Context: an optimization exercise on an open-source flow, tuned for small area. The choices shown serve that exercise and are no tape-out recipe.
Where RTL was checked, it was by simulation tests only, not by an equivalence proof against the original.
Power figures rest on the tool's default switching activity, not on a simulated workload.

==> inputs of run D <==
Design Loto, start of the top module:
module Loto (Clk, BPBack, BPReview, BPReset, BPTirage, A1, A2, A3, A4);
==> flow/config.mk <==
export PLATFORM = sky130hd
export DESIGN_NAME = Loto
export DESIGN_NICKNAME = Loto
export VERILOG_FILES = /design/flow/design.v
export SDC_FILE = /design/flow/constraint.sdc
export NUM_CORES = 4
export LEC_CHECK = 0
export CAP_MARGIN = 20
export CORE_MARGIN = 2
export CORE_UTILIZATION = 40
export SLEW_MARGIN = 20
==> flow/constraint.sdc <==
create_clock -name core_clock -period 15.0 [get_ports {Clk}]
set_input_delay 3.0000 -clock core_clock [delete_from_list [all_inputs] [get_ports {Clk}]]
set_output_delay 3.0000 -clock core_clock [all_outputs]
set_load 0.01 [all_outputs]
standard.sh (not shown) runs the stock make flow with config.mk's settings and CLKGATE_MAP_FILE= SYNTH_SCRIPT=/design/flow/synth_recipe.tcl, a recipe that flattens the netlist after the stock synthesis.
==> flow/flow/run.sh <==
#!/bin/bash
# The standard layout (standard.sh) with changes that save cell area:
# - after placement resizing, the resizer's power recovery downsizes gates that
#   have timing slack to spare, then repair_design fixes slew and capacitance
#   again (flow/post_resize.tcl);
# - ports get the smallest buffer;
# - clock tree synthesis uses small clock buffers, larger sink clusters and no
#   dummy loads.
set -euo pipefail
export POST_RESIZE_TCL="$PWD/flow/post_resize.tcl"
export BUFFER_PORTS_ARGS="-buffer_cell sky130_fd_sc_hd__buf_1"
export CTS_ARGS="-sink_clustering_enable -repair_clock_nets -dont_use_dummy_load -buf_list {sky130_fd_sc_hd__clkbuf_16} -sink_clustering_size 35 -sink_clustering_max_diameter 50"
bash standard.sh > standard.log 2>&1
==> flow/flow/post_resize.tcl <==
# Sourced by ORFS's resize.tcl after repair_design (POST_RESIZE_TCL).
log_cmd estimate_parasitics -placement
log_cmd repair_timing -recover_power 100 -verbose
log_cmd estimate_parasitics -placement
repair_design_helper
==> run E: changes against run D <==
--- a/flow/design.v
+++ b/flow/design.v
@@ -75,14 +75,14 @@
 		if (K != 7'd0)
 			S <= (IncS >= K) ? 7'd0 : IncS;
 		if (EvTirage)
 			K <= dec(K);
 		if (~BPReview)
 			D <= K;
-		else if (FA & ~Busy & HitDg)
-			D <= {D[6:5] + {1'b0, r == 5'd29}, RNext};
+		else if (EvBack && D < {2'd2, 5'd29})
+			D <= inc(D);
 		if (EvTirage)
 		begin
 			A <= S;
 			Busy <= 1;
 			First <= 1;
 			Pass2 <= 0;
@@ -91,15 +91,13 @@
 		end
 		else if (First)
 		begin
 			if (Busy | r == 5'd29)
 				First <= 0;
 		end
-		else if (~Busy)
-			FA <= FA & ~HitDg | EvBack & (D < {2'd2, 5'd29});
-		else
+		else if (Busy)
 		begin
 			if ((FA | HitAg) & (FB | HitDg))
 			begin
 				FA <= 0;
 				FB <= 0;
 				Pass2 <= 1;
--- a/flow/flow/run.sh
+++ b/flow/flow/run.sh
@@ -6,8 +6,8 @@
 # - ports get the smallest buffer;
 # - clock tree synthesis uses small clock buffers, larger sink clusters and no
 #   dummy loads.
 set -euo pipefail
 export POST_RESIZE_TCL="$PWD/flow/post_resize.tcl"
 export BUFFER_PORTS_ARGS="-buffer_cell sky130_fd_sc_hd__buf_1"
-export CTS_ARGS="-sink_clustering_enable -repair_clock_nets -dont_use_dummy_load -buf_list {sky130_fd_sc_hd__clkbuf_16} -sink_clustering_size 35 -sink_clustering_max_diameter 50"
+export CTS_ARGS="-sink_clustering_enable -repair_clock_nets -dont_use_dummy_load -buf_list {sky130_fd_sc_hd__clkbuf_4 sky130_fd_sc_hd__clkbuf_8} -sink_clustering_size 20 -sink_clustering_max_diameter 60"
 bash standard.sh > standard.log 2>&1
==> flow/config.mk (replaced) <==
export PLATFORM = sky130hd
export DESIGN_NAME = Loto
export DESIGN_NICKNAME = Loto
export VERILOG_FILES = /design/flow/design.v
export SDC_FILE = /design/flow/constraint.sdc
export NUM_CORES = 4
export LEC_CHECK = 0
export CAP_MARGIN = 20
export CORE_MARGIN = 2
export CORE_UTILIZATION = 60
export SLEW_MARGIN = 20
==> run K: changes against run D <==
--- a/flow/design.v
+++ b/flow/design.v
@@ -3,21 +3,21 @@
 output [6:0] A1;
 output [6:0] A2;
 output [6:0] A3;
 output [6:0] A4;
 reg [149:0] R0, R1, R2, RJ;   
 reg [4:0] r;               
+reg Fill;                  
 reg PrevTirage, PrevBack;
 reg [6:0] S;               
 reg [6:0] K;               
 reg [6:0] D;               
 reg [6:0] A;               
 reg [6:0] TA;              
 reg [6:0] TB;              
 reg Busy, First, Pass2, FA, FB;
-wire Fill = First & ~Busy;  
 function [6:0] inc;
 	input [6:0] x;
 	inc = (x[4:0] == 5'd29) ? {x[6:5] + 2'd1, 5'd0} : {x[6:5], x[4:0] + 5'd1};
 endfunction
 function [6:0] dec;
 	input [6:0] x;
@@ -44,62 +44,58 @@
 wire [2:0] HitD = {HitDg & (D[6:5] == 2'd2), HitDg & (D[6:5] == 2'd1), HitDg & (D[6:5] == 2'd0)};
 wire [1:0] SelT = Busy ? A[6:5] : D[6:5];
 wire [6:0] HT = (SelT == 2'd0) ? H0 : (SelT == 2'd1) ? H1 : H2;
 wire [6:0] HD = (D[6:5] == 2'd0) ? H0 : (D[6:5] == 2'd1) ? H1 : H2;
 wire Pass1 = Busy & ~First & ~Pass2;
 wire Wr = Busy & Pass2;
-wire [6:0] In0 = (Wr & HitA[0]) ? TB : (Fill | Wr & HitD[0]) ? TA : H0;
-wire [6:0] In1 = (Wr & HitA[1]) ? TB : (Fill | Wr & HitD[1]) ? TA : H1;
-wire [6:0] In2 = (Wr & HitA[2]) ? TB : (Fill | Wr & HitD[2]) ? TA : H2;
-wire [4:0] RNext = (r == 5'd29) ? 5'd0 : r + 5'd1;
+wire [6:0] In0 = Fill ? {2'd0, r} : (Wr & HitA[0]) ? TB : (Wr & HitD[0]) ? TA : H0;
+wire [6:0] In1 = Fill ? {2'd1, r} : (Wr & HitA[1]) ? TB : (Wr & HitD[1]) ? TA : H1;
+wire [6:0] In2 = Fill ? {2'd2, r} : (Wr & HitA[2]) ? TB : (Wr & HitD[2]) ? TA : H2;
 wire [6:0] IncS = inc(S);
 always @(posedge Clk)
 begin
 	R0 <= {In0[4:0], R0[149:5]};
 	R1 <= {In1[4:0], R1[149:5]};
 	R2 <= {In2[4:0], R2[149:5]};
-	RJ <= {Fill ? jpack(2'd0, 2'd1, 2'd2) : jpack(In0[6:5], In1[6:5], In2[6:5]), RJ[149:5]};
+	RJ <= {jpack(In0[6:5], In1[6:5], In2[6:5]), RJ[149:5]};
 	PrevTirage <= BPTirage;
 	PrevBack <= BPBack;
 	if (BPReset)
 	begin
 		r <= 0;
-		First <= 1;
+		Fill <= 1;
 		S <= 0;
 		K <= {2'd3, 5'd0};
 		D <= {2'd3, 5'd0};
 		Busy <= 0;
 	end
 	else
 	begin
-		r <= RNext;
+		r <= (r == 5'd29) ? 5'd0 : r + 5'd1;
+		if (r == 5'd29)
+			Fill <= 0;
 		if (K != 7'd0)
-			S <= (IncS >= K) ? 7'd0 : IncS;
+			S <= (IncS == K || S == K) ? 7'd0 : IncS;
 		if (EvTirage)
 			K <= dec(K);
 		if (~BPReview)
 			D <= K;
-		else if (FA & ~Busy & HitDg)
-			D <= {D[6:5] + {1'b0, r == 5'd29}, RNext};
+		else if (EvBack && D < {2'd2, 5'd29})
+			D <= inc(D);
 		if (EvTirage)
 		begin
 			A <= S;
 			Busy <= 1;
 			First <= 1;
 			Pass2 <= 0;
 			FA <= 0;
 			FB <= 0;
 		end
 		else if (First)
-		begin
-			if (Busy | r == 5'd29)
-				First <= 0;
-		end
-		else if (~Busy)
-			FA <= FA & ~HitDg | EvBack & (D < {2'd2, 5'd29});
-		else
+			First <= 0;
+		else if (Busy)
 		begin
 			if ((FA | HitAg) & (FB | HitDg))
 			begin
 				FA <= 0;
 				FB <= 0;
 				Pass2 <= 1;
@@ -110,15 +106,13 @@
 			begin
 				FA <= FA | HitAg;
 				FB <= FB | HitDg;
 			end
 		end
 	end
-	if (BPReset | Fill)
-		TA[4:0] <= BPReset ? 5'd0 : RNext;
-	else if (Busy ? (Pass1 & HitAg) : HitDg)
+	if (Busy ? (Pass1 & HitAg) : HitDg)
 		TA <= HT;
 	if (Pass1 & HitDg)
 		TB <= HD;
 end
 wire [7:0] NumIn = {D[6:5] == 2'd3, TA};
 wire [13:0] NumSeg, RankSeg;
==> flow/flow/run.sh (replaced) <==
#!/bin/bash
# The standard layout (standard.sh) with three changes that save cell area:
# clock tree synthesis uses small clock buffers, larger sink clusters and no
# dummy loads; ports get the smallest buffer; and after global routing the
# resizer's power recovery downsizes gates that have timing slack to spare.
set -euo pipefail
export CTS_ARGS="-sink_clustering_enable -repair_clock_nets -dont_use_dummy_load -buf_list {sky130_fd_sc_hd__clkbuf_4 sky130_fd_sc_hd__clkbuf_8} -sink_clustering_size 20 -sink_clustering_max_diameter 60"
export BUFFER_PORTS_ARGS="-buffer_cell sky130_fd_sc_hd__buf_1"
export RECOVER_POWER=100
bash standard.sh > standard.log 2>&1
removed: flow/flow/post_resize.tcl
==> run P: changes against run D <==
--- a/flow/design.v
+++ b/flow/design.v
@@ -75,14 +75,14 @@
 		if (K != 7'd0)
 			S <= (IncS >= K) ? 7'd0 : IncS;
 		if (EvTirage)
 			K <= dec(K);
 		if (~BPReview)
 			D <= K;
-		else if (FA & ~Busy & HitDg)
-			D <= {D[6:5] + {1'b0, r == 5'd29}, RNext};
+		else if (EvBack && D < {2'd2, 5'd29})
+			D <= inc(D);
 		if (EvTirage)
 		begin
 			A <= S;
 			Busy <= 1;
 			First <= 1;
 			Pass2 <= 0;
@@ -91,15 +91,13 @@
 		end
 		else if (First)
 		begin
 			if (Busy | r == 5'd29)
 				First <= 0;
 		end
-		else if (~Busy)
-			FA <= FA & ~HitDg | EvBack & (D < {2'd2, 5'd29});
-		else
+		else if (Busy)
 		begin
 			if ((FA | HitAg) & (FB | HitDg))
 			begin
 				FA <= 0;
 				FB <= 0;
 				Pass2 <= 1;
--- a/flow/flow/run.sh
+++ b/flow/flow/run.sh
@@ -6,8 +6,8 @@
 # - ports get the smallest buffer;
 # - clock tree synthesis uses small clock buffers, larger sink clusters and no
 #   dummy loads.
 set -euo pipefail
 export POST_RESIZE_TCL="$PWD/flow/post_resize.tcl"
 export BUFFER_PORTS_ARGS="-buffer_cell sky130_fd_sc_hd__buf_1"
-export CTS_ARGS="-sink_clustering_enable -repair_clock_nets -dont_use_dummy_load -buf_list {sky130_fd_sc_hd__clkbuf_16} -sink_clustering_size 35 -sink_clustering_max_diameter 50"
+export CTS_ARGS="-sink_clustering_enable -repair_clock_nets -dont_use_dummy_load -buf_list {sky130_fd_sc_hd__clkbuf_4 sky130_fd_sc_hd__clkbuf_8} -sink_clustering_size 20 -sink_clustering_max_diameter 60"
 bash standard.sh > standard.log 2>&1
==> qor summary <==
quantity	run P	run E	run K	run D
Status	complete, no violations	complete, no violations	complete, no violations	complete, no violations
Adder-Cell Fraction of Synth Area	2.36%	2.36%	1.88%	1.98%
Maximum VDD drop	0.0803 mV	0.113 mV	0.0552 mV	0.0878 mV
Buffer share of cell area	0.750%	0.811%	0.780%	1.01%
Final worst path period need	5570 ps	5540 ps	5680 ps	5680 ps
Reg2Reg Launch Point	D[6]$_SDFFE_PP1P_	D[3]$_SDFFE_PP0P_	D[4]$_SDFFE_PP0P_	D[2]$_SDFFE_PP0P_
Post-layout util	43.4%	64.7%	43.4%	44.5%
Cell area after technology mapping	16,500 um2	16,500 um2	16,700 um2	16,500 um2
Switching share of total power	20.2%	20.0%	20.5%	19.9%
Master of the slowest instance on the critical path	edfxtp_1	dfxtp_1	edfxtp_1	edfxtp_1
Number of ordinary and repair buffers in the finished layout	35	36	36	40
Simple-gate share of the synthesized area	6.05%	6.05%	6.78%	5.74%
Portion of the post-synthesis area used by sequential elements	81.0%	81.0%	80.1%	80.9%
No functional check of the RTL was part of run D, run E and run P.

separate check: timing with driven ports:
No port has a modelled driver above. Below, the same layouts with a new extraction and two added sets of constraints. Step 1 sets driving cells, clkbuf_16 on the clock port and buf_2 on the other inputs (assumed; they add their load-dependent delay and slew). Step 2, shift: input delay + t, output delay - t, t = (earliest + latest rising clock arrival at the registers) / 2. This alone moves slack from input paths to output paths. Three values: no drivers, after step 1, after step 2; two values: the first two.
| run | shift t [ns] | slack for setup (ns) | worst hold slack (ns) | worst slew at a driven data input, ns |
|---|---|---|---|---|
| run D | 0.576 | 9.323 / 9.274 / 9.511 | 0.253 / 0.253 / 0.253 | 0.03 |
| run E | 0.579 | 9.460 / 9.419 / 9.936 | 0.281 / 0.281 / 0.281 | 0.03 |
| run K | 0.597 | 9.320 / 9.274 / 9.519 | 0.260 / 0.260 / 0.260 | 0.04 |
| run P | 0.614 | 9.429 / 9.384 / 9.855 | 0.282 / 0.282 / 0.282 | 0.03 |
After both steps every run listed still meets setup and hold.
